This is an optimization exercise on Yosys and OpenROAD, whose aim is small area and a short achievable clock period, not a production implementation.
Where RTL was checked, it was by simulation tests only, not by an equivalence proof against the original.
Function not checked in run 2: the RTL went through the layout flow alone.
Power is estimated from default activity; no workload was simulated.

==> flow/design.v (outline; a module is shown in full before it is edited, if it fits) <==
// module calc_fa: 10 lines
// module calc_ha: 9 lines
// module mp_alu: 791 lines
module mp_alu(
    input sys_clk,
    input sys_rst,
    input issue,
    input[2:0] tag3,
    input[2:0] func3,
    input[6:0] flag7,
    input[3:0] shift,
    input[15:0] data_in1,
    input[15:0] data_in2,
    input fwd_en1,
    input fwd_en2,
    input[15:0] fwd_data1,
    input[15:0] fwd_data2,
    output wb,
    output wb32,
    output[31:0] wb_data
);
  // ...
==> flow/flow/run.sh <==
#!/bin/bash

export BUFFER_PORTS_ARGS="-buffer_cell sky130_fd_sc_hd__buf_2"
bash standard.sh > standard_flow.log 2>&1
==> flow/standard.sh <==
#!/bin/bash
# synth_recipe.tcl (not shown) runs the flow's synth.tcl, then flattens the netlist and writes it again
# the make line also repeats each setting of config.mk as NAME=value (left out here)
make -C /OpenROAD-flow-scripts/flow DESIGN_CONFIG=/design/flow/config.mk WORK_HOME=/design/flow/orfs CLKGATE_MAP_FILE= SYNTH_SCRIPT=/design/flow/synth_recipe.tcl "${@:-finish}"
==> flow/config.mk <==
export PLATFORM = sky130hd
export DESIGN_NAME = mp_alu
export DESIGN_NICKNAME = mp_alu
export VERILOG_FILES = /design/flow/design.v
export SDC_FILE = /design/flow/constraint.sdc
export NUM_CORES = 4
export LEC_CHECK = 0
export ABC_AREA = 1
export CAP_MARGIN = 20
export CORE_MARGIN = 2
export CORE_UTILIZATION = 40
export SETUP_SLACK_MARGIN = 2.5
export SLEW_MARGIN = 20
export SYNTH_HIERARCHICAL = 1
==> flow/constraint.sdc <==
create_clock -name core_clock -period 16.0 [get_ports {sys_clk}]
set_input_delay 3.2000 -clock core_clock [delete_from_list [all_inputs] [get_ports {sys_clk}]]
set_output_delay 3.2000 -clock core_clock [all_outputs]
set_load 0.01 [all_outputs]
==> flow_summary.json, run 1 <==
{
  "fmax_mhz": 75.4,
  "yosysSeqAreaShare_pct": 6.90,
  "vias_per_cell": 5.93,
  "synth_fp_nets": 2110,
  "p_total_uw": 1780,
  "yosysTopAreaCellShare_pct": 19.0,
  "crit_top_cell": "fa_1",
  "p_sw_uw": 1040,
  "yosys.area.top_type": "fa_1",
  "critPathCapture": "wb_data[0]",
  "dp_hpwl_mm": 38.0,
  "grt_start_max_net_pins": 36,
  "multi_input_area_share_pct": 74.5,
  "clock_buffers": 6,
  "rows": 64,
  "antenna_left": 0,
  "status": "finished clean",
  "max-cap-violations": 0,
  "antennaDiodeCount": 0,
  "core-area_mm2": 0.0307,
  "final_cell_area_mm2": 0.0144,
  "rsz0062_at_grt": "false",
  "startpoint": "fwd_en1",
  "cts_resized": 43,
  "drt_iter0_drc": 1457,
  "synthTopCellsByCount": "nand2_1, inv_1, o21ai_0",
  "cts.repair_timing.setup_buffer_count": 7,
  "grt_pass1_vias": 13380,
  "signal_buffer_area_fraction_pct": 8.89,
  "fin_ws_ns": 2.73,
  "worst-setup-path-type": "in -> out",
  "place_inst": 2304,
  "n_all_buffers": 199,
  "end_kind": "output port",
  "die_w_um": 181,
  "htreeDepth": 2,
  "wirelength_mm": 50.3,
  "top_area_cell_class": "multi-input gates",
  "wl_met3_mm": 4.20
}
==> module mp_alu, before the edit <==
module mp_alu(
    input sys_clk,
    input sys_rst,
    input issue,
    input[2:0] tag3,
    input[2:0] func3,
    input[6:0] flag7,
    input[3:0] shift,
    input[15:0] data_in1,
    input[15:0] data_in2,
    input fwd_en1,
    input fwd_en2,
    input[15:0] fwd_data1,
    input[15:0] fwd_data2,
    output wb,
    output wb32,
    output[31:0] wb_data
);
reg         alu_issue;
reg[2:0]    alu_tag3;
reg[2:0]    alu_func3;
reg[3:0]    alu_cmd;
reg[15:0]   alu_data_in1;
reg[15:0]   alu_data_in2;
always @(posedge sys_clk or posedge sys_rst)
begin
    if(sys_rst) alu_issue <= 0;
    else alu_issue <= issue;
end
always @(posedge sys_clk)
begin
    alu_tag3     <= tag3;
    alu_func3    <= func3;
    alu_cmd      <= func3 == 3'b101 ? flag7[3:0] : shift;
    alu_data_in1 <= data_in1;
    alu_data_in2 <= data_in2;
end
wire[15:0] A = fwd_en1 ? fwd_data1 : alu_data_in1;
wire[15:0] B = fwd_en2 ? fwd_data2 : alu_data_in2;
wire[2:0]  MODE = alu_tag3;
wire[3:0]  S = alu_cmd;
wire u_ar = alu_func3 == 3'b000;
wire u_sh = alu_func3 == 3'b010;
wire u_lu = alu_func3 == 3'b001;
wire u_bm = alu_func3 == 3'b101;
wire u_mu = alu_func3 == 3'b011;
wire bm_bfi  = u_bm && MODE == 3'b000;
wire bm_bfx  = u_bm && MODE == 3'b010;
wire bm_cmp  = u_bm && MODE == 3'b011;
wire bm_pack = u_bm && MODE == 3'b111;
wire bm_rev  = u_bm && MODE == 3'b001;
wire bm_clz  = u_bm && MODE == 3'b101;
wire bm_tbe  = u_bm && MODE == 3'b110;
wire ar_add  = u_ar && MODE == 3'b000;
wire ar_sub  = u_ar && MODE == 3'b011;
wire ar_slt  = u_ar && MODE == 3'b100;
wire ar_sltu = u_ar && MODE == 3'b110;
wire ar_mov  = u_ar && MODE[2] && MODE[0];
integer t;
wire       bf   = bm_bfi | bm_bfx;
wire[4:0]  kb   = bm_bfx ? B[3:0] + B[11:8] : {1'b0, B[11:8]};
wire       sext = A[kb[3:0]] & B[12];
reg[15:0]  bf_hi;
always @(*)
    for(t = 0; t < 16; t = t + 1) bf_hi[t] = t > kb[3:0];
wire[15:0] bf_m = (bf && !kb[4]) ? bf_hi : 16'h0;
wire[15:0] X    = (A & ~bf_m) | ({16{sext}} & bf_m);
wire[1:0]  kind = (u_ar | u_sh) ? MODE[2:1] : {1'b0, bm_bfx};
wire[3:0]  K    = (u_ar | (u_sh & MODE[0]) | bm_pack) ? S : bm_cmp ? 4'd0 : B[3:0];
wire       left = kind == 2'b00;
wire[3:0]  r    = left ? -K : K;
wire[15:0] r0   = r[0] ? {X[0],     X[15:1]} : X;
wire[15:0] r1   = r[1] ? {r0[1:0],  r0[15:2]} : r0;
wire[15:0] r2   = r[2] ? {r1[3:0],  r1[15:4]} : r1;
wire[15:0] rot  = r[3] ? {r2[7:0],  r2[15:8]} : r2;
reg[15:0]  tk, tk_rev;
always @(*)
    for(t = 0; t < 16; t = t + 1) begin
        tk[t] = t < K;
        tk_rev[t] = (15 - t) < K;
    end
wire[15:0] sh_m = left ? tk : (kind != 2'b11) ? tk_rev : 16'h0;
wire[15:0] sh_f = left ? ({16{bm_pack}} & B) : {16{(kind == 2'b10) & X[15]}};
wire[15:0] Sh   = (rot & ~sh_m) | (sh_f & sh_m);
wire       sub  = ar_sub | ar_slt | ar_sltu | bm_cmp;
wire       addb = ar_add | (u_sh & MODE[0]);
wire[15:0] Bop  = sub ? ~B : addb ? B : 16'h0;
wire[15:0] ShM  = u_mu ? 16'h0 : Sh;
wire[15:0] Sum  = mp[15:0];    
wire       sgn  = ar_slt | (bm_cmp & !S[0]);
wire       lt   = (Sh[15] ^ B[15]) ? (sgn ? Sh[15] : B[15]) : Sum[15];
reg[3:0] tt;
always @(*)
    case(MODE)
    3'b000:   tt = 4'b1110;
    3'b100:  tt = 4'b1000;
    3'b010:  tt = 4'b0110;
    3'b001:  tt = 4'b1101;
    3'b101: tt = 4'b0100;
    3'b011: tt = 4'b1001;
    default:   tt = 4'b0000;
    endcase
reg[15:0] lg;
always @(*)
    for(t = 0; t < 16; t = t + 1)
        lg[t] = A[t] ? (B[t] ? tt[3] : tt[2]) : (B[t] ? tt[1] : tt[0]);
reg[4:0] clz;
always @(*)
begin
    clz = 5'd16;
    for(t = 0; t < 16; t = t + 1)
        if(A[t]) clz = 15 - t;
end
reg[15:0] rev;
always @(*)
    for(t = 0; t < 16; t = t + 1) rev[t] = A[15 - t];
wire[15:0] tbe = {{8{A[15:8] != B[15:8]}}, {8{A[7:0] != B[7:0]}}};
wire[15:0] mx  = u_mu ? A : 16'h0;
wire       mxu = u_mu & MODE[1] & A[15];    
wire[16:0] my = {!MODE[0] & B[15], B};
wire m_neg0 = mx[1] & ~(mx[0] & 1'b0);
wire m_one0 = mx[0] ^ 1'b0;
wire m_two0 = (mx[1] & ~mx[0] & ~1'b0) | (~mx[1] & mx[0] & 1'b0);
wire m_neg1 = mx[3] & ~(mx[2] & mx[1]);
wire m_one1 = mx[2] ^ mx[1];
wire m_two1 = (mx[3] & ~mx[2] & ~mx[1]) | (~mx[3] & mx[2] & mx[1]);
wire m_neg2 = mx[5] & ~(mx[4] & mx[3]);
wire m_one2 = mx[4] ^ mx[3];
wire m_two2 = (mx[5] & ~mx[4] & ~mx[3]) | (~mx[5] & mx[4] & mx[3]);
wire m_neg3 = mx[7] & ~(mx[6] & mx[5]);
wire m_one3 = mx[6] ^ mx[5];
wire m_two3 = (mx[7] & ~mx[6] & ~mx[5]) | (~mx[7] & mx[6] & mx[5]);
wire m_neg4 = mx[9] & ~(mx[8] & mx[7]);
wire m_one4 = mx[8] ^ mx[7];
wire m_two4 = (mx[9] & ~mx[8] & ~mx[7]) | (~mx[9] & mx[8] & mx[7]);
wire m_neg5 = mx[11] & ~(mx[10] & mx[9]);
wire m_one5 = mx[10] ^ mx[9];
wire m_two5 = (mx[11] & ~mx[10] & ~mx[9]) | (~mx[11] & mx[10] & mx[9]);
wire m_neg6 = mx[13] & ~(mx[12] & mx[11]);
wire m_one6 = mx[12] ^ mx[11];
wire m_two6 = (mx[13] & ~mx[12] & ~mx[11]) | (~mx[13] & mx[12] & mx[11]);
wire m_neg7 = mx[15] & ~(mx[14] & mx[13]);
wire m_one7 = mx[14] ^ mx[13];
wire m_two7 = (mx[15] & ~mx[14] & ~mx[13]) | (~mx[15] & mx[14] & mx[13]);
wire m_pp0_0 = ((m_one0 & my[0]) | (m_two0 & 1'b0)) ^ m_neg0;
wire m_pp0_1 = ((m_one0 & my[1]) | (m_two0 & my[0])) ^ m_neg0;
wire m_pp0_2 = ((m_one0 & my[2]) | (m_two0 & my[1])) ^ m_neg0;
wire m_pp0_3 = ((m_one0 & my[3]) | (m_two0 & my[2])) ^ m_neg0;
wire m_pp0_4 = ((m_one0 & my[4]) | (m_two0 & my[3])) ^ m_neg0;
wire m_pp0_5 = ((m_one0 & my[5]) | (m_two0 & my[4])) ^ m_neg0;
wire m_pp0_6 = ((m_one0 & my[6]) | (m_two0 & my[5])) ^ m_neg0;
wire m_pp0_7 = ((m_one0 & my[7]) | (m_two0 & my[6])) ^ m_neg0;
wire m_pp0_8 = ((m_one0 & my[8]) | (m_two0 & my[7])) ^ m_neg0;
wire m_pp0_9 = ((m_one0 & my[9]) | (m_two0 & my[8])) ^ m_neg0;
wire m_pp0_10 = ((m_one0 & my[10]) | (m_two0 & my[9])) ^ m_neg0;
wire m_pp0_11 = ((m_one0 & my[11]) | (m_two0 & my[10])) ^ m_neg0;
wire m_pp0_12 = ((m_one0 & my[12]) | (m_two0 & my[11])) ^ m_neg0;
wire m_pp0_13 = ((m_one0 & my[13]) | (m_two0 & my[12])) ^ m_neg0;
wire m_pp0_14 = ((m_one0 & my[14]) | (m_two0 & my[13])) ^ m_neg0;
wire m_pp0_15 = ((m_one0 & my[15]) | (m_two0 & my[14])) ^ m_neg0;
wire m_pp0_16 = ((m_one0 & my[16]) | (m_two0 & my[15])) ^ m_neg0;
wire m_pp0_17 = ((m_one0 & my[16]) | (m_two0 & my[16])) ^ m_neg0;
wire m_pp1_0 = ((m_one1 & my[0]) | (m_two1 & 1'b0)) ^ m_neg1;
wire m_pp1_1 = ((m_one1 & my[1]) | (m_two1 & my[0])) ^ m_neg1;
wire m_pp1_2 = ((m_one1 & my[2]) | (m_two1 & my[1])) ^ m_neg1;
wire m_pp1_3 = ((m_one1 & my[3]) | (m_two1 & my[2])) ^ m_neg1;
wire m_pp1_4 = ((m_one1 & my[4]) | (m_two1 & my[3])) ^ m_neg1;
wire m_pp1_5 = ((m_one1 & my[5]) | (m_two1 & my[4])) ^ m_neg1;
wire m_pp1_6 = ((m_one1 & my[6]) | (m_two1 & my[5])) ^ m_neg1;
wire m_pp1_7 = ((m_one1 & my[7]) | (m_two1 & my[6])) ^ m_neg1;
wire m_pp1_8 = ((m_one1 & my[8]) | (m_two1 & my[7])) ^ m_neg1;
wire m_pp1_9 = ((m_one1 & my[9]) | (m_two1 & my[8])) ^ m_neg1;
wire m_pp1_10 = ((m_one1 & my[10]) | (m_two1 & my[9])) ^ m_neg1;
wire m_pp1_11 = ((m_one1 & my[11]) | (m_two1 & my[10])) ^ m_neg1;
wire m_pp1_12 = ((m_one1 & my[12]) | (m_two1 & my[11])) ^ m_neg1;
wire m_pp1_13 = ((m_one1 & my[13]) | (m_two1 & my[12])) ^ m_neg1;
wire m_pp1_14 = ((m_one1 & my[14]) | (m_two1 & my[13])) ^ m_neg1;
wire m_pp1_15 = ((m_one1 & my[15]) | (m_two1 & my[14])) ^ m_neg1;
wire m_pp1_16 = ((m_one1 & my[16]) | (m_two1 & my[15])) ^ m_neg1;
wire m_pp1_17 = ((m_one1 & my[16]) | (m_two1 & my[16])) ^ m_neg1;
wire m_pp2_0 = ((m_one2 & my[0]) | (m_two2 & 1'b0)) ^ m_neg2;
wire m_pp2_1 = ((m_one2 & my[1]) | (m_two2 & my[0])) ^ m_neg2;
wire m_pp2_2 = ((m_one2 & my[2]) | (m_two2 & my[1])) ^ m_neg2;
wire m_pp2_3 = ((m_one2 & my[3]) | (m_two2 & my[2])) ^ m_neg2;
wire m_pp2_4 = ((m_one2 & my[4]) | (m_two2 & my[3])) ^ m_neg2;
wire m_pp2_5 = ((m_one2 & my[5]) | (m_two2 & my[4])) ^ m_neg2;
wire m_pp2_6 = ((m_one2 & my[6]) | (m_two2 & my[5])) ^ m_neg2;
wire m_pp2_7 = ((m_one2 & my[7]) | (m_two2 & my[6])) ^ m_neg2;
wire m_pp2_8 = ((m_one2 & my[8]) | (m_two2 & my[7])) ^ m_neg2;
wire m_pp2_9 = ((m_one2 & my[9]) | (m_two2 & my[8])) ^ m_neg2;
wire m_pp2_10 = ((m_one2 & my[10]) | (m_two2 & my[9])) ^ m_neg2;
wire m_pp2_11 = ((m_one2 & my[11]) | (m_two2 & my[10])) ^ m_neg2;
wire m_pp2_12 = ((m_one2 & my[12]) | (m_two2 & my[11])) ^ m_neg2;
wire m_pp2_13 = ((m_one2 & my[13]) | (m_two2 & my[12])) ^ m_neg2;
wire m_pp2_14 = ((m_one2 & my[14]) | (m_two2 & my[13])) ^ m_neg2;
wire m_pp2_15 = ((m_one2 & my[15]) | (m_two2 & my[14])) ^ m_neg2;
wire m_pp2_16 = ((m_one2 & my[16]) | (m_two2 & my[15])) ^ m_neg2;
wire m_pp2_17 = ((m_one2 & my[16]) | (m_two2 & my[16])) ^ m_neg2;
wire m_pp3_0 = ((m_one3 & my[0]) | (m_two3 & 1'b0)) ^ m_neg3;
wire m_pp3_1 = ((m_one3 & my[1]) | (m_two3 & my[0])) ^ m_neg3;
wire m_pp3_2 = ((m_one3 & my[2]) | (m_two3 & my[1])) ^ m_neg3;
wire m_pp3_3 = ((m_one3 & my[3]) | (m_two3 & my[2])) ^ m_neg3;
wire m_pp3_4 = ((m_one3 & my[4]) | (m_two3 & my[3])) ^ m_neg3;
wire m_pp3_5 = ((m_one3 & my[5]) | (m_two3 & my[4])) ^ m_neg3;
wire m_pp3_6 = ((m_one3 & my[6]) | (m_two3 & my[5])) ^ m_neg3;
wire m_pp3_7 = ((m_one3 & my[7]) | (m_two3 & my[6])) ^ m_neg3;
wire m_pp3_8 = ((m_one3 & my[8]) | (m_two3 & my[7])) ^ m_neg3;
wire m_pp3_9 = ((m_one3 & my[9]) | (m_two3 & my[8])) ^ m_neg3;
wire m_pp3_10 = ((m_one3 & my[10]) | (m_two3 & my[9])) ^ m_neg3;
wire m_pp3_11 = ((m_one3 & my[11]) | (m_two3 & my[10])) ^ m_neg3;
wire m_pp3_12 = ((m_one3 & my[12]) | (m_two3 & my[11])) ^ m_neg3;
wire m_pp3_13 = ((m_one3 & my[13]) | (m_two3 & my[12])) ^ m_neg3;
wire m_pp3_14 = ((m_one3 & my[14]) | (m_two3 & my[13])) ^ m_neg3;
wire m_pp3_15 = ((m_one3 & my[15]) | (m_two3 & my[14])) ^ m_neg3;
wire m_pp3_16 = ((m_one3 & my[16]) | (m_two3 & my[15])) ^ m_neg3;
wire m_pp3_17 = ((m_one3 & my[16]) | (m_two3 & my[16])) ^ m_neg3;
wire m_pp4_0 = ((m_one4 & my[0]) | (m_two4 & 1'b0)) ^ m_neg4;
wire m_pp4_1 = ((m_one4 & my[1]) | (m_two4 & my[0])) ^ m_neg4;
wire m_pp4_2 = ((m_one4 & my[2]) | (m_two4 & my[1])) ^ m_neg4;
wire m_pp4_3 = ((m_one4 & my[3]) | (m_two4 & my[2])) ^ m_neg4;
wire m_pp4_4 = ((m_one4 & my[4]) | (m_two4 & my[3])) ^ m_neg4;
wire m_pp4_5 = ((m_one4 & my[5]) | (m_two4 & my[4])) ^ m_neg4;
wire m_pp4_6 = ((m_one4 & my[6]) | (m_two4 & my[5])) ^ m_neg4;
wire m_pp4_7 = ((m_one4 & my[7]) | (m_two4 & my[6])) ^ m_neg4;
wire m_pp4_8 = ((m_one4 & my[8]) | (m_two4 & my[7])) ^ m_neg4;
wire m_pp4_9 = ((m_one4 & my[9]) | (m_two4 & my[8])) ^ m_neg4;
wire m_pp4_10 = ((m_one4 & my[10]) | (m_two4 & my[9])) ^ m_neg4;
wire m_pp4_11 = ((m_one4 & my[11]) | (m_two4 & my[10])) ^ m_neg4;
wire m_pp4_12 = ((m_one4 & my[12]) | (m_two4 & my[11])) ^ m_neg4;
wire m_pp4_13 = ((m_one4 & my[13]) | (m_two4 & my[12])) ^ m_neg4;
wire m_pp4_14 = ((m_one4 & my[14]) | (m_two4 & my[13])) ^ m_neg4;
wire m_pp4_15 = ((m_one4 & my[15]) | (m_two4 & my[14])) ^ m_neg4;
wire m_pp4_16 = ((m_one4 & my[16]) | (m_two4 & my[15])) ^ m_neg4;
wire m_pp4_17 = ((m_one4 & my[16]) | (m_two4 & my[16])) ^ m_neg4;
wire m_pp5_0 = ((m_one5 & my[0]) | (m_two5 & 1'b0)) ^ m_neg5;
wire m_pp5_1 = ((m_one5 & my[1]) | (m_two5 & my[0])) ^ m_neg5;
wire m_pp5_2 = ((m_one5 & my[2]) | (m_two5 & my[1])) ^ m_neg5;
wire m_pp5_3 = ((m_one5 & my[3]) | (m_two5 & my[2])) ^ m_neg5;
wire m_pp5_4 = ((m_one5 & my[4]) | (m_two5 & my[3])) ^ m_neg5;
wire m_pp5_5 = ((m_one5 & my[5]) | (m_two5 & my[4])) ^ m_neg5;
wire m_pp5_6 = ((m_one5 & my[6]) | (m_two5 & my[5])) ^ m_neg5;
wire m_pp5_7 = ((m_one5 & my[7]) | (m_two5 & my[6])) ^ m_neg5;
wire m_pp5_8 = ((m_one5 & my[8]) | (m_two5 & my[7])) ^ m_neg5;
wire m_pp5_9 = ((m_one5 & my[9]) | (m_two5 & my[8])) ^ m_neg5;
wire m_pp5_10 = ((m_one5 & my[10]) | (m_two5 & my[9])) ^ m_neg5;
wire m_pp5_11 = ((m_one5 & my[11]) | (m_two5 & my[10])) ^ m_neg5;
wire m_pp5_12 = ((m_one5 & my[12]) | (m_two5 & my[11])) ^ m_neg5;
wire m_pp5_13 = ((m_one5 & my[13]) | (m_two5 & my[12])) ^ m_neg5;
wire m_pp5_14 = ((m_one5 & my[14]) | (m_two5 & my[13])) ^ m_neg5;
wire m_pp5_15 = ((m_one5 & my[15]) | (m_two5 & my[14])) ^ m_neg5;
wire m_pp5_16 = ((m_one5 & my[16]) | (m_two5 & my[15])) ^ m_neg5;
wire m_pp5_17 = ((m_one5 & my[16]) | (m_two5 & my[16])) ^ m_neg5;
wire m_pp6_0 = ((m_one6 & my[0]) | (m_two6 & 1'b0)) ^ m_neg6;
wire m_pp6_1 = ((m_one6 & my[1]) | (m_two6 & my[0])) ^ m_neg6;
wire m_pp6_2 = ((m_one6 & my[2]) | (m_two6 & my[1])) ^ m_neg6;
wire m_pp6_3 = ((m_one6 & my[3]) | (m_two6 & my[2])) ^ m_neg6;
wire m_pp6_4 = ((m_one6 & my[4]) | (m_two6 & my[3])) ^ m_neg6;
wire m_pp6_5 = ((m_one6 & my[5]) | (m_two6 & my[4])) ^ m_neg6;
wire m_pp6_6 = ((m_one6 & my[6]) | (m_two6 & my[5])) ^ m_neg6;
wire m_pp6_7 = ((m_one6 & my[7]) | (m_two6 & my[6])) ^ m_neg6;
wire m_pp6_8 = ((m_one6 & my[8]) | (m_two6 & my[7])) ^ m_neg6;
wire m_pp6_9 = ((m_one6 & my[9]) | (m_two6 & my[8])) ^ m_neg6;
wire m_pp6_10 = ((m_one6 & my[10]) | (m_two6 & my[9])) ^ m_neg6;
wire m_pp6_11 = ((m_one6 & my[11]) | (m_two6 & my[10])) ^ m_neg6;
wire m_pp6_12 = ((m_one6 & my[12]) | (m_two6 & my[11])) ^ m_neg6;
wire m_pp6_13 = ((m_one6 & my[13]) | (m_two6 & my[12])) ^ m_neg6;
wire m_pp6_14 = ((m_one6 & my[14]) | (m_two6 & my[13])) ^ m_neg6;
wire m_pp6_15 = ((m_one6 & my[15]) | (m_two6 & my[14])) ^ m_neg6;
wire m_pp6_16 = ((m_one6 & my[16]) | (m_two6 & my[15])) ^ m_neg6;
wire m_pp6_17 = ((m_one6 & my[16]) | (m_two6 & my[16])) ^ m_neg6;
wire m_pp7_0 = ((m_one7 & my[0]) | (m_two7 & 1'b0)) ^ m_neg7;
wire m_pp7_1 = ((m_one7 & my[1]) | (m_two7 & my[0])) ^ m_neg7;
wire m_pp7_2 = ((m_one7 & my[2]) | (m_two7 & my[1])) ^ m_neg7;
wire m_pp7_3 = ((m_one7 & my[3]) | (m_two7 & my[2])) ^ m_neg7;
wire m_pp7_4 = ((m_one7 & my[4]) | (m_two7 & my[3])) ^ m_neg7;
wire m_pp7_5 = ((m_one7 & my[5]) | (m_two7 & my[4])) ^ m_neg7;
wire m_pp7_6 = ((m_one7 & my[6]) | (m_two7 & my[5])) ^ m_neg7;
wire m_pp7_7 = ((m_one7 & my[7]) | (m_two7 & my[6])) ^ m_neg7;
wire m_pp7_8 = ((m_one7 & my[8]) | (m_two7 & my[7])) ^ m_neg7;
wire m_pp7_9 = ((m_one7 & my[9]) | (m_two7 & my[8])) ^ m_neg7;
wire m_pp7_10 = ((m_one7 & my[10]) | (m_two7 & my[9])) ^ m_neg7;
wire m_pp7_11 = ((m_one7 & my[11]) | (m_two7 & my[10])) ^ m_neg7;
wire m_pp7_12 = ((m_one7 & my[12]) | (m_two7 & my[11])) ^ m_neg7;
wire m_pp7_13 = ((m_one7 & my[13]) | (m_two7 & my[12])) ^ m_neg7;
wire m_pp7_14 = ((m_one7 & my[14]) | (m_two7 & my[13])) ^ m_neg7;
wire m_pp7_15 = ((m_one7 & my[15]) | (m_two7 & my[14])) ^ m_neg7;
wire m_pp7_16 = ((m_one7 & my[16]) | (m_two7 & my[15])) ^ m_neg7;
wire m_pp7_17 = ((m_one7 & my[16]) | (m_two7 & my[16])) ^ m_neg7;
wire m_px_16 = my[0] & mxu;
wire m_px_17 = my[1] & mxu;
wire m_px_18 = my[2] & mxu;
wire m_px_19 = my[3] & mxu;
wire m_px_20 = my[4] & mxu;
wire m_px_21 = my[5] & mxu;
wire m_px_22 = my[6] & mxu;
wire m_px_23 = my[7] & mxu;
wire m_px_24 = my[8] & mxu;
wire m_px_25 = my[9] & mxu;
wire m_px_26 = my[10] & mxu;
wire m_px_27 = my[11] & mxu;
wire m_px_28 = my[12] & mxu;
wire m_px_29 = my[13] & mxu;
wire m_px_30 = my[14] & mxu;
wire m_px_31 = my[15] & mxu;
wire m_k1 = ~m_px_17;
wire m_k2 = ~m_px_17;
wire m_k3 = ~m_px_20;
wire m_k4 = ~m_px_22;
wire m_k5 = ~m_px_24;
wire m_k6 = ~m_px_26;
wire m_k7 = ~m_px_28;
wire m_k8 = ~m_px_30;
wire m_s9, m_c10;
calc_ha m_s9_ha(.a(m_pp0_10), .b(m_pp1_8), .s(m_s9), .co(m_c10));
wire m_s11, m_c12;
calc_ha m_s11_ha(.a(m_pp0_11), .b(m_pp1_9), .s(m_s11), .co(m_c12));
wire m_s13, m_c14;
calc_fa m_s13_fa(.a(m_pp0_12), .b(m_pp1_10), .c(m_pp2_8), .s(m_s13), .co(m_c14));
wire m_s15, m_c16;
calc_ha m_s15_ha(.a(m_pp3_6), .b(m_pp4_4), .s(m_s15), .co(m_c16));
wire m_s17, m_c18;
calc_fa m_s17_fa(.a(m_pp0_13), .b(m_pp1_11), .c(m_pp2_9), .s(m_s17), .co(m_c18));
wire m_s19, m_c20;
calc_ha m_s19_ha(.a(m_pp3_7), .b(m_pp4_5), .s(m_s19), .co(m_c20));
wire m_s21, m_c22;
calc_fa m_s21_fa(.a(m_pp0_14), .b(m_pp1_12), .c(m_pp2_10), .s(m_s21), .co(m_c22));
wire m_s23, m_c24;
calc_fa m_s23_fa(.a(m_pp3_8), .b(m_pp4_6), .c(m_pp5_4), .s(m_s23), .co(m_c24));
wire m_s25, m_c26;
calc_ha m_s25_ha(.a(m_pp6_2), .b(m_pp7_0), .s(m_s25), .co(m_c26));
wire m_s27, m_c28;
calc_fa m_s27_fa(.a(m_pp0_15), .b(m_pp1_13), .c(m_pp2_11), .s(m_s27), .co(m_c28));
wire m_s29, m_c30;
calc_fa m_s29_fa(.a(m_pp3_9), .b(m_pp4_7), .c(m_pp5_5), .s(m_s29), .co(m_c30));
wire m_s31, m_c32;
calc_ha m_s31_ha(.a(m_pp6_3), .b(m_pp7_1), .s(m_s31), .co(m_c32));
wire m_s33, m_c34;
calc_fa m_s33_fa(.a(m_pp0_16), .b(m_pp1_14), .c(m_pp2_12), .s(m_s33), .co(m_c34));
wire m_s35, m_c36;
calc_fa m_s35_fa(.a(m_pp3_10), .b(m_pp4_8), .c(m_pp5_6), .s(m_s35), .co(m_c36));
wire m_s37, m_c38;
calc_fa m_s37_fa(.a(m_pp6_4), .b(m_pp7_2), .c(m_px_16), .s(m_s37), .co(m_c38));
wire m_s39, m_c40;
calc_fa m_s39_fa(.a(~m_pp0_17), .b(m_pp1_15), .c(m_pp2_13), .s(m_s39), .co(m_c40));
wire m_s41, m_c42;
calc_fa m_s41_fa(.a(m_pp3_11), .b(m_pp4_9), .c(m_pp5_7), .s(m_s41), .co(m_c42));
wire m_s43, m_c44;
calc_fa m_s43_fa(.a(m_pp6_5), .b(m_pp7_3), .c(m_k1), .s(m_s43), .co(m_c44));
wire m_s45, m_c46;
calc_fa m_s45_fa(.a(m_pp1_16), .b(m_pp2_14), .c(m_pp3_12), .s(m_s45), .co(m_c46));
wire m_s47, m_c48;
calc_fa m_s47_fa(.a(m_pp4_10), .b(m_pp5_8), .c(m_pp6_6), .s(m_s47), .co(m_c48));
wire m_s49, m_c50;
calc_fa m_s49_fa(.a(m_pp7_4), .b(m_px_18), .c(m_k2), .s(m_s49), .co(m_c50));
wire m_s51, m_c52;
calc_fa m_s51_fa(.a(~m_pp1_17), .b(m_pp2_15), .c(m_pp3_13), .s(m_s51), .co(m_c52));
wire m_s53, m_c54;
calc_fa m_s53_fa(.a(m_pp4_11), .b(m_pp5_9), .c(m_pp6_7), .s(m_s53), .co(m_c54));
wire m_s55, m_c56;
calc_fa m_s55_fa(.a(m_pp7_5), .b(m_px_19), .c(m_px_17), .s(m_s55), .co(m_c56));
wire m_s57, m_c58;
calc_fa m_s57_fa(.a(m_pp2_16), .b(m_pp3_14), .c(m_pp4_12), .s(m_s57), .co(m_c58));
wire m_s59, m_c60;
calc_fa m_s59_fa(.a(m_pp5_10), .b(m_pp6_8), .c(m_pp7_6), .s(m_s59), .co(m_c60));
wire m_s61, m_c62;
calc_fa m_s61_fa(.a(~m_pp2_17), .b(m_pp3_15), .c(m_pp4_13), .s(m_s61), .co(m_c62));
wire m_s63, m_c64;
calc_fa m_s63_fa(.a(m_pp5_11), .b(m_pp6_9), .c(m_pp7_7), .s(m_s63), .co(m_c64));
wire m_s65, m_c66;
calc_fa m_s65_fa(.a(m_pp3_16), .b(m_pp4_14), .c(m_pp5_12), .s(m_s65), .co(m_c66));
wire m_s67, m_c68;
calc_fa m_s67_fa(.a(~m_pp3_17), .b(m_pp4_15), .c(m_pp5_13), .s(m_s67), .co(m_c68));
wire m_s69, m_c70;
calc_ha m_s69_ha(.a(m_pp0_6), .b(m_pp1_4), .s(m_s69), .co(m_c70));
wire m_s71, m_c72;
calc_ha m_s71_ha(.a(m_pp0_7), .b(m_pp1_5), .s(m_s71), .co(m_c72));
wire m_s73, m_c74;
calc_fa m_s73_fa(.a(m_pp0_8), .b(m_pp1_6), .c(m_pp2_4), .s(m_s73), .co(m_c74));
wire m_s75, m_c76;
calc_ha m_s75_ha(.a(m_pp3_2), .b(m_pp4_0), .s(m_s75), .co(m_c76));
wire m_s77, m_c78;
calc_fa m_s77_fa(.a(m_pp0_9), .b(m_pp1_7), .c(m_pp2_5), .s(m_s77), .co(m_c78));
wire m_s79, m_c80;
calc_ha m_s79_ha(.a(m_pp3_3), .b(m_pp4_1), .s(m_s79), .co(m_c80));
wire m_s81, m_c82;
calc_fa m_s81_fa(.a(m_s9), .b(m_pp2_6), .c(m_pp3_4), .s(m_s81), .co(m_c82));
wire m_s83, m_c84;
calc_fa m_s83_fa(.a(m_pp4_2), .b(m_pp5_0), .c(m_neg5), .s(m_s83), .co(m_c84));
wire m_s85, m_c86;
calc_fa m_s85_fa(.a(m_s11), .b(m_pp2_7), .c(m_pp3_5), .s(m_s85), .co(m_c86));
wire m_s87, m_c88;
calc_fa m_s87_fa(.a(m_pp4_3), .b(m_pp5_1), .c(m_c10), .s(m_s87), .co(m_c88));
wire m_s89, m_c90;
calc_fa m_s89_fa(.a(m_s13), .b(m_s15), .c(m_pp5_2), .s(m_s89), .co(m_c90));
wire m_s91, m_c92;
calc_fa m_s91_fa(.a(m_pp6_0), .b(m_neg6), .c(m_c12), .s(m_s91), .co(m_c92));
wire m_s93, m_c94;
calc_fa m_s93_fa(.a(m_s17), .b(m_s19), .c(m_pp5_3), .s(m_s93), .co(m_c94));
wire m_s95, m_c96;
calc_fa m_s95_fa(.a(m_pp6_1), .b(m_c14), .c(m_c16), .s(m_s95), .co(m_c96));
wire m_s97, m_c98;
calc_fa m_s97_fa(.a(m_s21), .b(m_s23), .c(m_s25), .s(m_s97), .co(m_c98));
wire m_s99, m_c100;
calc_fa m_s99_fa(.a(m_neg7), .b(m_c18), .c(m_c20), .s(m_s99), .co(m_c100));
wire m_s101, m_c102;
calc_fa m_s101_fa(.a(m_s27), .b(m_s29), .c(m_s31), .s(m_s101), .co(m_c102));
wire m_s103, m_c104;
calc_fa m_s103_fa(.a(m_c22), .b(m_c24), .c(m_c26), .s(m_s103), .co(m_c104));
wire m_s105, m_c106;
calc_fa m_s105_fa(.a(m_s33), .b(m_s35), .c(m_s37), .s(m_s105), .co(m_c106));
wire m_s107, m_c108;
calc_fa m_s107_fa(.a(m_c28), .b(m_c30), .c(m_c32), .s(m_s107), .co(m_c108));
wire m_s109, m_c110;
calc_fa m_s109_fa(.a(m_s39), .b(m_s41), .c(m_s43), .s(m_s109), .co(m_c110));
wire m_s111, m_c112;
calc_fa m_s111_fa(.a(m_c34), .b(m_c36), .c(m_c38), .s(m_s111), .co(m_c112));
wire m_s113, m_c114;
calc_fa m_s113_fa(.a(m_s45), .b(m_s47), .c(m_s49), .s(m_s113), .co(m_c114));
wire m_s115, m_c116;
calc_fa m_s115_fa(.a(m_c40), .b(m_c42), .c(m_c44), .s(m_s115), .co(m_c116));
wire m_s117, m_c118;
calc_fa m_s117_fa(.a(m_s51), .b(m_s53), .c(m_s55), .s(m_s117), .co(m_c118));
wire m_s119, m_c120;
calc_fa m_s119_fa(.a(m_c46), .b(m_c48), .c(m_c50), .s(m_s119), .co(m_c120));
wire m_s121, m_c122;
calc_fa m_s121_fa(.a(m_s57), .b(m_s59), .c(m_k3), .s(m_s121), .co(m_c122));
wire m_s123, m_c124;
calc_fa m_s123_fa(.a(m_c52), .b(m_c54), .c(m_c56), .s(m_s123), .co(m_c124));
wire m_s125, m_c126;
calc_fa m_s125_fa(.a(m_s61), .b(m_s63), .c(m_px_21), .s(m_s125), .co(m_c126));
wire m_s127, m_c128;
calc_fa m_s127_fa(.a(m_px_20), .b(m_c58), .c(m_c60), .s(m_s127), .co(m_c128));
wire m_s129, m_c130;
calc_fa m_s129_fa(.a(m_s65), .b(m_pp6_10), .c(m_pp7_8), .s(m_s129), .co(m_c130));
wire m_s131, m_c132;
calc_fa m_s131_fa(.a(m_k4), .b(m_c62), .c(m_c64), .s(m_s131), .co(m_c132));
wire m_s133, m_c134;
calc_fa m_s133_fa(.a(m_s67), .b(m_pp6_11), .c(m_pp7_9), .s(m_s133), .co(m_c134));
wire m_s135, m_c136;
calc_fa m_s135_fa(.a(m_px_23), .b(m_px_22), .c(m_c66), .s(m_s135), .co(m_c136));
wire m_s137, m_c138;
calc_fa m_s137_fa(.a(m_pp4_16), .b(m_pp5_14), .c(m_pp6_12), .s(m_s137), .co(m_c138));
wire m_s139, m_c140;
calc_fa m_s139_fa(.a(m_pp7_10), .b(m_k5), .c(m_c68), .s(m_s139), .co(m_c140));
wire m_s141, m_c142;
calc_fa m_s141_fa(.a(~m_pp4_17), .b(m_pp5_15), .c(m_pp6_13), .s(m_s141), .co(m_c142));
wire m_s143, m_c144;
calc_fa m_s143_fa(.a(m_pp7_11), .b(m_px_25), .c(m_px_24), .s(m_s143), .co(m_c144));
wire m_s145, m_c146;
calc_fa m_s145_fa(.a(m_pp5_16), .b(m_pp6_14), .c(m_pp7_12), .s(m_s145), .co(m_c146));
wire m_s147, m_c148;
calc_fa m_s147_fa(.a(~m_pp5_17), .b(m_pp6_15), .c(m_pp7_13), .s(m_s147), .co(m_c148));
wire m_s149, m_c150;
calc_ha m_s149_ha(.a(m_pp0_4), .b(m_pp1_2), .s(m_s149), .co(m_c150));
wire m_s151, m_c152;
calc_ha m_s151_ha(.a(m_pp0_5), .b(m_pp1_3), .s(m_s151), .co(m_c152));
wire m_s153, m_c154;
calc_fa m_s153_fa(.a(m_s69), .b(m_pp2_2), .c(m_pp3_0), .s(m_s153), .co(m_c154));
wire m_s155, m_c156;
calc_fa m_s155_fa(.a(m_s71), .b(m_pp2_3), .c(m_pp3_1), .s(m_s155), .co(m_c156));
wire m_s157, m_c158;
calc_fa m_s157_fa(.a(m_s73), .b(m_s75), .c(m_neg4), .s(m_s157), .co(m_c158));
wire m_s159, m_c160;
calc_fa m_s159_fa(.a(m_s77), .b(m_s79), .c(m_c74), .s(m_s159), .co(m_c160));
wire m_s161, m_c162;
calc_fa m_s161_fa(.a(m_s81), .b(m_s83), .c(m_c78), .s(m_s161), .co(m_c162));
wire m_s163, m_c164;
calc_fa m_s163_fa(.a(m_s85), .b(m_s87), .c(m_c82), .s(m_s163), .co(m_c164));
wire m_s165, m_c166;
calc_fa m_s165_fa(.a(m_s89), .b(m_s91), .c(m_c86), .s(m_s165), .co(m_c166));
wire m_s167, m_c168;
calc_fa m_s167_fa(.a(m_s93), .b(m_s95), .c(m_c90), .s(m_s167), .co(m_c168));
wire m_s169, m_c170;
calc_fa m_s169_fa(.a(m_s97), .b(m_s99), .c(m_c94), .s(m_s169), .co(m_c170));
wire m_s171, m_c172;
calc_fa m_s171_fa(.a(m_s101), .b(m_s103), .c(m_c98), .s(m_s171), .co(m_c172));
wire m_s173, m_c174;
calc_fa m_s173_fa(.a(m_s105), .b(m_s107), .c(m_c102), .s(m_s173), .co(m_c174));
wire m_s175, m_c176;
calc_fa m_s175_fa(.a(m_s109), .b(m_s111), .c(m_c106), .s(m_s175), .co(m_c176));
wire m_s177, m_c178;
calc_fa m_s177_fa(.a(m_s113), .b(m_s115), .c(m_c110), .s(m_s177), .co(m_c178));
wire m_s179, m_c180;
calc_fa m_s179_fa(.a(m_s117), .b(m_s119), .c(m_c114), .s(m_s179), .co(m_c180));
wire m_s181, m_c182;
calc_fa m_s181_fa(.a(m_s121), .b(m_s123), .c(m_c118), .s(m_s181), .co(m_c182));
wire m_s183, m_c184;
calc_fa m_s183_fa(.a(m_s125), .b(m_s127), .c(m_c122), .s(m_s183), .co(m_c184));
wire m_s185, m_c186;
calc_fa m_s185_fa(.a(m_s129), .b(m_s131), .c(m_c126), .s(m_s185), .co(m_c186));
wire m_s187, m_c188;
calc_fa m_s187_fa(.a(m_s133), .b(m_s135), .c(m_c130), .s(m_s187), .co(m_c188));
wire m_s189, m_c190;
calc_fa m_s189_fa(.a(m_s137), .b(m_s139), .c(m_c134), .s(m_s189), .co(m_c190));
wire m_s191, m_c192;
calc_fa m_s191_fa(.a(m_s141), .b(m_s143), .c(m_c138), .s(m_s191), .co(m_c192));
wire m_s193, m_c194;
calc_fa m_s193_fa(.a(m_s145), .b(m_k6), .c(m_c142), .s(m_s193), .co(m_c194));
wire m_s195, m_c196;
calc_fa m_s195_fa(.a(m_s147), .b(m_px_27), .c(m_px_26), .s(m_s195), .co(m_c196));
wire m_s197, m_c198;
calc_fa m_s197_fa(.a(m_pp6_16), .b(m_pp7_14), .c(m_k7), .s(m_s197), .co(m_c198));
wire m_s199, m_c200;
calc_fa m_s199_fa(.a(~m_pp6_17), .b(m_pp7_15), .c(m_px_29), .s(m_s199), .co(m_c200));
wire m_s201, m_c202;
calc_ha m_s201_ha(.a(m_pp0_2), .b(m_pp1_0), .s(m_s201), .co(m_c202));
wire m_s203, m_c204;
calc_ha m_s203_ha(.a(m_pp0_3), .b(m_pp1_1), .s(m_s203), .co(m_c204));
wire m_s205, m_c206;
calc_fa m_s205_fa(.a(m_s149), .b(m_pp2_0), .c(m_neg2), .s(m_s205), .co(m_c206));
wire m_s207, m_c208;
calc_fa m_s207_fa(.a(m_s151), .b(m_pp2_1), .c(m_c150), .s(m_s207), .co(m_c208));
wire m_s209, m_c210;
calc_fa m_s209_fa(.a(m_s153), .b(m_neg3), .c(m_c152), .s(m_s209), .co(m_c210));
wire m_s211, m_c212;
calc_fa m_s211_fa(.a(m_s155), .b(m_c70), .c(m_c154), .s(m_s211), .co(m_c212));
wire m_s213, m_c214;
calc_fa m_s213_fa(.a(m_s157), .b(m_c72), .c(m_c156), .s(m_s213), .co(m_c214));
wire m_s215, m_c216;
calc_fa m_s215_fa(.a(m_s159), .b(m_c76), .c(m_c158), .s(m_s215), .co(m_c216));
wire m_s217, m_c218;
calc_fa m_s217_fa(.a(m_s161), .b(m_c80), .c(m_c160), .s(m_s217), .co(m_c218));
wire m_s219, m_c220;
calc_fa m_s219_fa(.a(m_s163), .b(m_c84), .c(m_c162), .s(m_s219), .co(m_c220));
wire m_s221, m_c222;
calc_fa m_s221_fa(.a(m_s165), .b(m_c88), .c(m_c164), .s(m_s221), .co(m_c222));
wire m_s223, m_c224;
calc_fa m_s223_fa(.a(m_s167), .b(m_c92), .c(m_c166), .s(m_s223), .co(m_c224));
wire m_s225, m_c226;
calc_fa m_s225_fa(.a(m_s169), .b(m_c96), .c(m_c168), .s(m_s225), .co(m_c226));
wire m_s227, m_c228;
calc_fa m_s227_fa(.a(m_s171), .b(m_c100), .c(m_c170), .s(m_s227), .co(m_c228));
wire m_s229, m_c230;
calc_fa m_s229_fa(.a(m_s173), .b(m_c104), .c(m_c172), .s(m_s229), .co(m_c230));
wire m_s231, m_c232;
calc_fa m_s231_fa(.a(m_s175), .b(m_c108), .c(m_c174), .s(m_s231), .co(m_c232));
wire m_s233, m_c234;
calc_fa m_s233_fa(.a(m_s177), .b(m_c112), .c(m_c176), .s(m_s233), .co(m_c234));
wire m_s235, m_c236;
calc_fa m_s235_fa(.a(m_s179), .b(m_c116), .c(m_c178), .s(m_s235), .co(m_c236));
wire m_s237, m_c238;
calc_fa m_s237_fa(.a(m_s181), .b(m_c120), .c(m_c180), .s(m_s237), .co(m_c238));
wire m_s239, m_c240;
calc_fa m_s239_fa(.a(m_s183), .b(m_c124), .c(m_c182), .s(m_s239), .co(m_c240));
wire m_s241, m_c242;
calc_fa m_s241_fa(.a(m_s185), .b(m_c128), .c(m_c184), .s(m_s241), .co(m_c242));
wire m_s243, m_c244;
calc_fa m_s243_fa(.a(m_s187), .b(m_c132), .c(m_c186), .s(m_s243), .co(m_c244));
wire m_s245, m_c246;
calc_fa m_s245_fa(.a(m_s189), .b(m_c136), .c(m_c188), .s(m_s245), .co(m_c246));
wire m_s247, m_c248;
calc_fa m_s247_fa(.a(m_s191), .b(m_c140), .c(m_c190), .s(m_s247), .co(m_c248));
wire m_s249, m_c250;
calc_fa m_s249_fa(.a(m_s193), .b(m_c144), .c(m_c192), .s(m_s249), .co(m_c250));
wire m_s251, m_c252;
calc_fa m_s251_fa(.a(m_s195), .b(m_c146), .c(m_c194), .s(m_s251), .co(m_c252));
wire m_s253, m_c254;
calc_fa m_s253_fa(.a(m_s197), .b(m_c148), .c(m_c196), .s(m_s253), .co(m_c254));
wire m_s255, m_c256;
calc_fa m_s255_fa(.a(m_s199), .b(m_px_28), .c(m_c198), .s(m_s255), .co(m_c256));
wire m_s257, m_c258;
calc_fa m_s257_fa(.a(m_pp7_16), .b(m_k8), .c(m_c200), .s(m_s257), .co(m_c258));
wire m_s259, m_c260;
calc_fa m_s259_fa(.a(~m_pp7_17), .b(m_px_31), .c(m_px_30), .s(m_s259), .co(m_c260));
wire[31:0] m_ut = {m_s259, m_s257, m_s255, m_s253, m_s251, m_s249, m_s247, m_s245, m_s243, m_s241, m_s239, m_s237, m_s235, m_s233, m_s231, m_s229, m_s227, m_s225, m_s223, m_s221, m_s219, m_s217, m_s215, m_s213, m_s211, m_s209, m_s207, m_s205, m_s203, m_s201, m_pp0_1, m_pp0_0};
wire[31:0] m_vt = {m_c258, m_c256, m_c254, m_c252, m_c250, m_c248, m_c246, m_c244, m_c242, m_c240, m_c238, m_c236, m_c234, m_c232, m_c230, m_c228, m_c226, m_c224, m_c222, m_c220, m_c218, m_c216, m_c214, m_c212, m_c210, m_c208, m_c206, m_c204, m_c202, m_neg1, 1'b0, m_neg0};
wire[31:0] m_u = {m_ut[31:16], m_ut[15:0] | ShM};
wire[31:0] m_v = {m_vt[31:16], m_vt[15:0] | Bop};
wire[31:0] m_g0 = m_u & m_v;
wire[31:0] m_p0 = m_u ^ m_v;
wire m_g0c = m_g0[0] | (m_p0[0] & sub);
wire m_pg261_g = m_g0[1] | (m_p0[1] & m_g0c);
wire m_pg261_p = m_p0[1] & m_p0[0];
wire m_pg262_g = m_g0[3] | (m_p0[3] & m_g0[2]);
wire m_pg262_p = m_p0[3] & m_p0[2];
wire m_pg263_g = m_g0[5] | (m_p0[5] & m_g0[4]);
wire m_pg263_p = m_p0[5] & m_p0[4];
wire m_pg264_g = m_g0[7] | (m_p0[7] & m_g0[6]);
wire m_pg264_p = m_p0[7] & m_p0[6];
wire m_pg265_g = m_g0[9] | (m_p0[9] & m_g0[8]);
wire m_pg265_p = m_p0[9] & m_p0[8];
wire m_pg266_g = m_g0[11] | (m_p0[11] & m_g0[10]);
wire m_pg266_p = m_p0[11] & m_p0[10];
wire m_pg267_g = m_g0[13] | (m_p0[13] & m_g0[12]);
wire m_pg267_p = m_p0[13] & m_p0[12];
wire m_pg268_g = m_g0[15] | (m_p0[15] & m_g0[14]);
wire m_pg268_p = m_p0[15] & m_p0[14];
wire m_pg269_g = m_g0[17] | (m_p0[17] & m_g0[16]);
wire m_pg269_p = m_p0[17] & m_p0[16];
wire m_pg270_g = m_g0[19] | (m_p0[19] & m_g0[18]);
wire m_pg270_p = m_p0[19] & m_p0[18];
wire m_pg271_g = m_g0[21] | (m_p0[21] & m_g0[20]);
wire m_pg271_p = m_p0[21] & m_p0[20];
wire m_pg272_g = m_g0[23] | (m_p0[23] & m_g0[22]);
wire m_pg272_p = m_p0[23] & m_p0[22];
wire m_pg273_g = m_g0[25] | (m_p0[25] & m_g0[24]);
wire m_pg273_p = m_p0[25] & m_p0[24];
wire m_pg274_g = m_g0[27] | (m_p0[27] & m_g0[26]);
wire m_pg274_p = m_p0[27] & m_p0[26];
wire m_pg275_g = m_g0[29] | (m_p0[29] & m_g0[28]);
wire m_pg275_p = m_p0[29] & m_p0[28];
wire m_pg276_g = m_g0[31] | (m_p0[31] & m_g0[30]);
wire m_pg276_p = m_p0[31] & m_p0[30];
wire m_pg277_g = m_g0[2] | (m_p0[2] & m_pg261_g);
wire m_pg277_p = m_p0[2] & m_pg261_p;
wire m_pg278_g = m_pg262_g | (m_pg262_p & m_pg261_g);
wire m_pg278_p = m_pg262_p & m_pg261_p;
wire m_pg279_g = m_g0[6] | (m_p0[6] & m_pg263_g);
wire m_pg279_p = m_p0[6] & m_pg263_p;
wire m_pg280_g = m_pg264_g | (m_pg264_p & m_pg263_g);
wire m_pg280_p = m_pg264_p & m_pg263_p;
wire m_pg281_g = m_g0[10] | (m_p0[10] & m_pg265_g);
wire m_pg281_p = m_p0[10] & m_pg265_p;
wire m_pg282_g = m_pg266_g | (m_pg266_p & m_pg265_g);
wire m_pg282_p = m_pg266_p & m_pg265_p;
wire m_pg283_g = m_g0[14] | (m_p0[14] & m_pg267_g);
wire m_pg283_p = m_p0[14] & m_pg267_p;
wire m_pg284_g = m_pg268_g | (m_pg268_p & m_pg267_g);
wire m_pg284_p = m_pg268_p & m_pg267_p;
wire m_pg285_g = m_g0[18] | (m_p0[18] & m_pg269_g);
wire m_pg285_p = m_p0[18] & m_pg269_p;
wire m_pg286_g = m_pg270_g | (m_pg270_p & m_pg269_g);
wire m_pg286_p = m_pg270_p & m_pg269_p;
wire m_pg287_g = m_g0[22] | (m_p0[22] & m_pg271_g);
wire m_pg287_p = m_p0[22] & m_pg271_p;
wire m_pg288_g = m_pg272_g | (m_pg272_p & m_pg271_g);
wire m_pg288_p = m_pg272_p & m_pg271_p;
wire m_pg289_g = m_g0[26] | (m_p0[26] & m_pg273_g);
wire m_pg289_p = m_p0[26] & m_pg273_p;
wire m_pg290_g = m_pg274_g | (m_pg274_p & m_pg273_g);
wire m_pg290_p = m_pg274_p & m_pg273_p;
wire m_pg291_g = m_g0[30] | (m_p0[30] & m_pg275_g);
wire m_pg291_p = m_p0[30] & m_pg275_p;
wire m_pg292_g = m_pg276_g | (m_pg276_p & m_pg275_g);
wire m_pg292_p = m_pg276_p & m_pg275_p;
wire m_pg293_g = m_g0[4] | (m_p0[4] & m_pg278_g);
wire m_pg293_p = m_p0[4] & m_pg278_p;
wire m_pg294_g = m_pg263_g | (m_pg263_p & m_pg278_g);
wire m_pg294_p = m_pg263_p & m_pg278_p;
wire m_pg295_g = m_pg279_g | (m_pg279_p & m_pg278_g);
wire m_pg295_p = m_pg279_p & m_pg278_p;
wire m_pg296_g = m_pg280_g | (m_pg280_p & m_pg278_g);
wire m_pg296_p = m_pg280_p & m_pg278_p;
wire m_pg297_g = m_g0[12] | (m_p0[12] & m_pg282_g);
wire m_pg297_p = m_p0[12] & m_pg282_p;
wire m_pg298_g = m_pg267_g | (m_pg267_p & m_pg282_g);
wire m_pg298_p = m_pg267_p & m_pg282_p;
wire m_pg299_g = m_pg283_g | (m_pg283_p & m_pg282_g);
wire m_pg299_p = m_pg283_p & m_pg282_p;
wire m_pg300_g = m_pg284_g | (m_pg284_p & m_pg282_g);
wire m_pg300_p = m_pg284_p & m_pg282_p;
wire m_pg301_g = m_g0[20] | (m_p0[20] & m_pg286_g);
wire m_pg301_p = m_p0[20] & m_pg286_p;
wire m_pg302_g = m_pg271_g | (m_pg271_p & m_pg286_g);
wire m_pg302_p = m_pg271_p & m_pg286_p;
wire m_pg303_g = m_pg287_g | (m_pg287_p & m_pg286_g);
wire m_pg303_p = m_pg287_p & m_pg286_p;
wire m_pg304_g = m_pg288_g | (m_pg288_p & m_pg286_g);
wire m_pg304_p = m_pg288_p & m_pg286_p;
wire m_pg305_g = m_g0[28] | (m_p0[28] & m_pg290_g);
wire m_pg305_p = m_p0[28] & m_pg290_p;
wire m_pg306_g = m_pg275_g | (m_pg275_p & m_pg290_g);
wire m_pg306_p = m_pg275_p & m_pg290_p;
wire m_pg307_g = m_pg291_g | (m_pg291_p & m_pg290_g);
wire m_pg307_p = m_pg291_p & m_pg290_p;
wire m_pg308_g = m_pg292_g | (m_pg292_p & m_pg290_g);
wire m_pg308_p = m_pg292_p & m_pg290_p;
wire m_pg309_g = m_g0[8] | (m_p0[8] & m_pg296_g);
wire m_pg309_p = m_p0[8] & m_pg296_p;
wire m_pg310_g = m_pg265_g | (m_pg265_p & m_pg296_g);
wire m_pg310_p = m_pg265_p & m_pg296_p;
wire m_pg311_g = m_pg281_g | (m_pg281_p & m_pg296_g);
wire m_pg311_p = m_pg281_p & m_pg296_p;
wire m_pg312_g = m_pg282_g | (m_pg282_p & m_pg296_g);
wire m_pg312_p = m_pg282_p & m_pg296_p;
wire m_pg313_g = m_pg297_g | (m_pg297_p & m_pg296_g);
wire m_pg313_p = m_pg297_p & m_pg296_p;
wire m_pg314_g = m_pg298_g | (m_pg298_p & m_pg296_g);
wire m_pg314_p = m_pg298_p & m_pg296_p;
wire m_pg315_g = m_pg299_g | (m_pg299_p & m_pg296_g);
wire m_pg315_p = m_pg299_p & m_pg296_p;
wire m_pg316_g = m_pg300_g | (m_pg300_p & m_pg296_g);
wire m_pg316_p = m_pg300_p & m_pg296_p;
wire m_pg317_g = m_g0[24] | (m_p0[24] & m_pg304_g);
wire m_pg317_p = m_p0[24] & m_pg304_p;
wire m_pg318_g = m_pg273_g | (m_pg273_p & m_pg304_g);
wire m_pg318_p = m_pg273_p & m_pg304_p;
wire m_pg319_g = m_pg289_g | (m_pg289_p & m_pg304_g);
wire m_pg319_p = m_pg289_p & m_pg304_p;
wire m_pg320_g = m_pg290_g | (m_pg290_p & m_pg304_g);
wire m_pg320_p = m_pg290_p & m_pg304_p;
wire m_pg321_g = m_pg305_g | (m_pg305_p & m_pg304_g);
wire m_pg321_p = m_pg305_p & m_pg304_p;
wire m_pg322_g = m_pg306_g | (m_pg306_p & m_pg304_g);
wire m_pg322_p = m_pg306_p & m_pg304_p;
wire m_pg323_g = m_pg307_g | (m_pg307_p & m_pg304_g);
wire m_pg323_p = m_pg307_p & m_pg304_p;
wire m_pg324_g = m_pg308_g | (m_pg308_p & m_pg304_g);
wire m_pg324_p = m_pg308_p & m_pg304_p;
wire m_pg325_g = m_g0[16] | (m_p0[16] & m_pg316_g);
wire m_pg325_p = m_p0[16] & m_pg316_p;
wire m_pg326_g = m_pg269_g | (m_pg269_p & m_pg316_g);
wire m_pg326_p = m_pg269_p & m_pg316_p;
wire m_pg327_g = m_pg285_g | (m_pg285_p & m_pg316_g);
wire m_pg327_p = m_pg285_p & m_pg316_p;
wire m_pg328_g = m_pg286_g | (m_pg286_p & m_pg316_g);
wire m_pg328_p = m_pg286_p & m_pg316_p;
wire m_pg329_g = m_pg301_g | (m_pg301_p & m_pg316_g);
wire m_pg329_p = m_pg301_p & m_pg316_p;
wire m_pg330_g = m_pg302_g | (m_pg302_p & m_pg316_g);
wire m_pg330_p = m_pg302_p & m_pg316_p;
wire m_pg331_g = m_pg303_g | (m_pg303_p & m_pg316_g);
wire m_pg331_p = m_pg303_p & m_pg316_p;
wire m_pg332_g = m_pg304_g | (m_pg304_p & m_pg316_g);
wire m_pg332_p = m_pg304_p & m_pg316_p;
wire m_pg333_g = m_pg317_g | (m_pg317_p & m_pg316_g);
wire m_pg333_p = m_pg317_p & m_pg316_p;
wire m_pg334_g = m_pg318_g | (m_pg318_p & m_pg316_g);
wire m_pg334_p = m_pg318_p & m_pg316_p;
wire m_pg335_g = m_pg319_g | (m_pg319_p & m_pg316_g);
wire m_pg335_p = m_pg319_p & m_pg316_p;
wire m_pg336_g = m_pg320_g | (m_pg320_p & m_pg316_g);
wire m_pg336_p = m_pg320_p & m_pg316_p;
wire m_pg337_g = m_pg321_g | (m_pg321_p & m_pg316_g);
wire m_pg337_p = m_pg321_p & m_pg316_p;
wire m_pg338_g = m_pg322_g | (m_pg322_p & m_pg316_g);
wire m_pg338_p = m_pg322_p & m_pg316_p;
wire m_pg339_g = m_pg323_g | (m_pg323_p & m_pg316_g);
wire m_pg339_p = m_pg323_p & m_pg316_p;
wire m_pg340_g = m_pg324_g | (m_pg324_p & m_pg316_g);
wire m_pg340_p = m_pg324_p & m_pg316_p;
wire[31:0] mp;
assign mp[0] = m_p0[0] ^ sub;
assign mp[1] = m_p0[1] ^ m_g0c;
assign mp[2] = m_p0[2] ^ m_pg261_g;
assign mp[3] = m_p0[3] ^ m_pg277_g;
assign mp[4] = m_p0[4] ^ m_pg278_g;
assign mp[5] = m_p0[5] ^ m_pg293_g;
assign mp[6] = m_p0[6] ^ m_pg294_g;
assign mp[7] = m_p0[7] ^ m_pg295_g;
assign mp[8] = m_p0[8] ^ m_pg296_g;
assign mp[9] = m_p0[9] ^ m_pg309_g;
assign mp[10] = m_p0[10] ^ m_pg310_g;
assign mp[11] = m_p0[11] ^ m_pg311_g;
assign mp[12] = m_p0[12] ^ m_pg312_g;
assign mp[13] = m_p0[13] ^ m_pg313_g;
assign mp[14] = m_p0[14] ^ m_pg314_g;
assign mp[15] = m_p0[15] ^ m_pg315_g;
assign mp[16] = m_p0[16] ^ m_pg316_g;
assign mp[17] = m_p0[17] ^ m_pg325_g;
assign mp[18] = m_p0[18] ^ m_pg326_g;
assign mp[19] = m_p0[19] ^ m_pg327_g;
assign mp[20] = m_p0[20] ^ m_pg328_g;
assign mp[21] = m_p0[21] ^ m_pg329_g;
assign mp[22] = m_p0[22] ^ m_pg330_g;
assign mp[23] = m_p0[23] ^ m_pg331_g;
assign mp[24] = m_p0[24] ^ m_pg332_g;
assign mp[25] = m_p0[25] ^ m_pg333_g;
assign mp[26] = m_p0[26] ^ m_pg334_g;
assign mp[27] = m_p0[27] ^ m_pg335_g;
assign mp[28] = m_p0[28] ^ m_pg336_g;
assign mp[29] = m_p0[29] ^ m_pg337_g;
assign mp[30] = m_p0[30] ^ m_pg338_g;
assign mp[31] = m_p0[31] ^ m_pg339_g;
wire sel_sum = ar_add | ar_sub | u_sh | bf | bm_pack;
wire sel_lt  = ar_slt | ar_sltu;
wire sel_a   = bm_cmp & (lt ^ S[1]);
wire sel_b   = ar_mov | (bm_cmp & !(lt ^ S[1]));
wire mu_hi   = u_mu & MODE[2];
wire mu_lo   = u_mu & !MODE[2];
wire alu_zero = A == 16'h0;
wire alu_wb   = !u_ar || (
                MODE == 3'b101 ?  alu_zero : (
                MODE == 3'b111 ? !alu_zero :
                1'b1));
wire alu_wb32 = u_ar ? !MODE[2] & (MODE[1] ^ MODE[0]) : (
                u_mu ? !MODE[2] & (MODE[1] | MODE[0]) : 0);
assign wb   = alu_issue && alu_wb;
assign wb32 = alu_issue && alu_wb32;
assign wb_data[15:0] = ({16{sel_sum | mu_lo}} & mp[15:0])
                     | {15'h0, sel_lt & lt}
                     | ({16{sel_a}} & A)
                     | ({16{sel_b}} & B)
                     | ({16{u_lu}} & lg)
                     | ({16{bm_rev}} & rev)
                     | ({16{bm_clz}} & {11'h0, clz})
                     | ({16{bm_tbe}} & tbe)
                     | ({16{mu_hi}} & mp[31:16])
;
assign wb_data[31:16] = {16{mu_lo}} & mp[31:16];
endmodule
==> inputs of run 2 (changes only) <==
--- a/flow/design.v
+++ b/flow/design.v
@@ -110,6 +110,8 @@
 wire       lt   = (Sh[15] ^ B[15]) ? (sgn ? Sh[15] : B[15]) : Sum[15];
 reg[3:0] tt;
 always @(*)
+    if(bm_tbe) tt = 4'b0110;    
+    else
     case(MODE)
     3'b000:   tt = 4'b1110;
     3'b100:  tt = 4'b1000;
@@ -133,7 +135,7 @@
 reg[15:0] rev;
 always @(*)
     for(t = 0; t < 16; t = t + 1) rev[t] = A[15 - t];
-wire[15:0] tbe = {{8{A[15:8] != B[15:8]}}, {8{A[7:0] != B[7:0]}}};
+wire[15:0] tbe = {{8{|lg[15:8]}}, {8{|lg[7:0]}}};
 wire[15:0] mx  = u_mu ? A : 16'h0;
 wire       mxu = u_mu & MODE[1] & A[15];    
 wire[16:0] my = {!MODE[0] & B[15], B};
==> run 2 against run 1 <==
Effect of this change: first-iteration DRC count rose by 5.7%; critical path depth rose by 23; sequential power barely moved; clock power rose by 16%; via count fell by 0.53%; fmax fell by 0.28%; still clean; final cell count did not move; count of clock-buffer cells in the layout did not move; worst setup slack got worse by 0.037 ns; global-route usage fell by 0.35 points; synthesized area fell by 0.95%; wire length rose by 1.2%.
==> flow_summary.json, run 2 <==
{
  "grt_pass1_wl_mm": 76.8,
  "synth_most_common_cell": "nand2_1",
  "dp_hpwl_mm": 37.7,
  "hold_viol_final": 0,
  "ios": 120,
  "most-common-layout-cells": "nand2_1, nor2_1, inv_1",
  "cp-start-kind": "input port",
  "grt_overflow": 0,
  "grt_pass1_vias": 13163,
  "status": "finished clean",
  "io_buffer_count": 116,
  "yosysWarnings": 7,
  "synth.avg_cell_area_um2": 6.84,
  "synth-main-ff-cell": "dfxtp_1",
  "die_h_um": 180,
  "ys_ff_latch": 43,
  "core-area_mm2": 0.0306,
  "multi_input_comb_area_mm2": 0.0109,
  "max-cap-violations": 0,
  "drt_iter0_drc": 1540,
  "hold_path_class": "in -> async",
  "yosys.area.top_type": "fa_1",
  "fin_nets": 2207,
  "reg_top3": "alu_data_in1: 16 flops, alu_data_in2: 16 flops, alu_cmd: 4 flops",
  "max-slew-margin-rel_pct": 28.8,
  "slowest_delay_ns": 0.44,
  "yosysSeqAreaShare_pct": 6.97,
  "vias_per_cell": 5.90,
  "critPathSlowestCell": "fa_2",
  "wirelength_mm": 50.9,
  "antennaDiodeCount": 0,
  "ir_worst_vdd_uv": 144,
  "clk_pin_slew_ns": 0.06,
  "p_total_uw": 2010,
  "numCtsBuffers": 5,
  "async_flop_share_pct": 2.33,
  "tns_ns": 0,
  "antenna_found_initial": 3,
  "die_w_um": 180,
  "synthTopCellsByCount": "nand2_1, nor2_1, inv_1",
  "grt_use_total_pct": 30.1,
  "slew_viol_final": 0,
  "cts_tree": "done",
  "grt_start_max_net_pins": 36,
  "synth_enable_flop_cells": 0,
  "worst-setup-path-type": "in -> out",
  "drive_gt1_share_pct": 21.8,
  "crit_required_ns": 12.80,
  "antenna_left": 0,
  "n_fill_cell": 3093,
  "holdBufCountCts": 0,
  "rsz0062_at_grt": "true",
  "synth_cells": 1816,
  "cp_data_arrival_time_ns": 10.10,
  "wl_per_cell_um": 21.8,
  "leakage_uw": 0.00747,
  "finalCritPeriodShare_pct": 83.2,
  "synth.distinct_cells": 55,
  "powerDensity_mw_per_mm2": 137,
  "rows": 64,
  "yosysTopAreaCellShare_pct": 19.2,
  "die_area_mm2": 0.0325,
  "synth_fp_nets": 2082,
  "yosys-top-cells-area": "fa_1, xor2_1, nand2_1",
  "htreeDepth": 2,
  "fmax_mhz": 75.2,
  "clock-root-buffer": "clkbuf_16",
  "finalSetupViolCount": 0,
  "cp_max_fo": 7,
  "crit_top_cell": "nand2_2",
  "syn_to_final_growth_pct": 18.0,
  "end_kind": "output port",
  "drt_first_pass_iters": 6,
  "syn_area_mm2": 0.0124,
  "ff_latch_area_um2": 866,
  "worst_slew_pin_slew_ns": 1.07,
  "drc": 0,
  "gp_congestion": 1.01,
  "start_util_pct": 40.6,
  "period_needed_ns": 13.30,
  "cts.sinks": 43,
  "layout_commonest_cell": "nand2_1",
  "clockBufferDepth": 2,
  "num_vias": 13794
}
-- run 2: layout make-up --
cell class                 count  area share, %
multi-input combinational   1470           74.1
timing repair buffer         216           9.77
sequential                    43           5.91
inverter                     205           5.65
tap                          396           3.38
clock buffer                   6          0.947
clock inverter                 2          0.265
-- run 2: worst paths after layout --
kind                       slack, ns          from  depth (start not counted)          endpoint
min in group core_clock         3.00  data_in1[14]                          1  alu_data_in1[14]
max in group asynchronous      13.19       sys_rst                          2         alu_issue
setup / recovery                2.70       fwd_en2                         54        wb_data[1]
hold / removal                  2.72       sys_rst                          2         alu_issue
-- run 2: where the power goes --
part           leakage [µW]  switching (µW)  total, µW  internal [µW]
clock             0.0000875            44.1        123           78.5
sequential         0.000366            3.68        117            113
combinational       0.00701            1110       1770            656
total               0.00747            1160       2010            847
-- run 2: what timing repair did --
action	in CTS	in global routing
setup buffers	16	36
setup endpoints to repair	32	32
pin swaps	11	48
cloned	1	0
resized for setup	60	97
-- run 2: worst max-delay path, delay by kind of cell --
kind / cells / cell delay [ns]
fa+ha+maj: 5 / 1.79
xor+xnor: 1 / 0.20
buf+inv: 11 / 0.90
simple gates: 23 / 2.16
compound gates: 14 / 1.85
-- run 2: kinds of logic after synthesis --
| family | Yosys count | synth area share, % |
|---|---|---|
| flops | 43 | 6.97 |
| fa+ha+maj | 180 | 25.3 |
| mux | 5 | 0.443 |
| compound gates | 473 | 22.8 |
| buf+inv | 304 | 9.69 |
| simple gates | 651 | 23.3 |
| xor+xnor | 160 | 11.4 |
-- run 2: modules after synthesis (local to each module, per instance) --
module	flops+latches	copies in the design	cells inside	cell area, µm²
calc_fa	0	112	1	20.0
calc_ha	0	14	1	12.5
mp_alu	43	1	1690	10000
-- run 2: layer usage --
layer,track usage (%),part of all wire [%],vias up
met5,0,0.051,-
met4,11.9,4.2,4
met3,5.52,9.5,135
met2,45.7,43,742
met1,42.3,43,6539
li1,-,-,6374
-- run 2: per-stage QoR --
| stage | utilization (%) | hold slack, ns | setup slack, ns | std cells | cell area [µm²] |
|---|---|---|---|---|---|
| after global placement | 44.0 | 3.04 | 1.30 | 2277 | 13500 |
| final | 47.9 | 2.72 | 2.70 | 2338 | 14700 |
| after global routing | 47.9 | 2.72 | 2.27 | 2338 | 14700 |
| after floorplan | - | 2.93 | 2.89 | 1816 | 12400 |
| after CTS | 45.7 | 2.72 | 2.50 | 2302 | 14000 |
| after detailed placement | 44.0 | 3.04 | 1.19 | 2277 | 13500 |

==> port drivers added, routing unchanged <==
The results above use ideal ports. As a check the final layouts listed here were re-extracted and re-timed, cells and wires unchanged.
Step 1 sets driving cells, clkbuf_16 on the clock port and buf_2 on the other inputs (assumed; they add their load-dependent delay and slew).
Step 2 adds t to the input delays and takes it off the output delays; t is the mean of the earliest and latest rising clock arrival at the registers after step 1. Input paths then give back, and output paths get back, about the clock's delay inside the block.
Slacks: no drivers / after step 1 / after step 2; pairs: no drivers / after step 1.
| run | t (ns) | slack for setup (ns) | worst setup path after step 2 | slew at the worst register clock pin (ns) | worst slew at a driven data input, ns |
|---|---|---|---|---|---|
| run 1 | 0.326 | 2.733 / 2.688 / 2.688 | input to output | 0.07 / 0.07 | 0.08 |
| run 2 | 0.329 | 2.696 / 2.612 / 2.612 | input to output | 0.06 / 0.06 | 0.08 |
After both steps setup and hold are still met in every run listed. For run 2, which loses most, drivers alone change the setup slack by -0.084 ns; drivers and shift together by -0.084 ns.
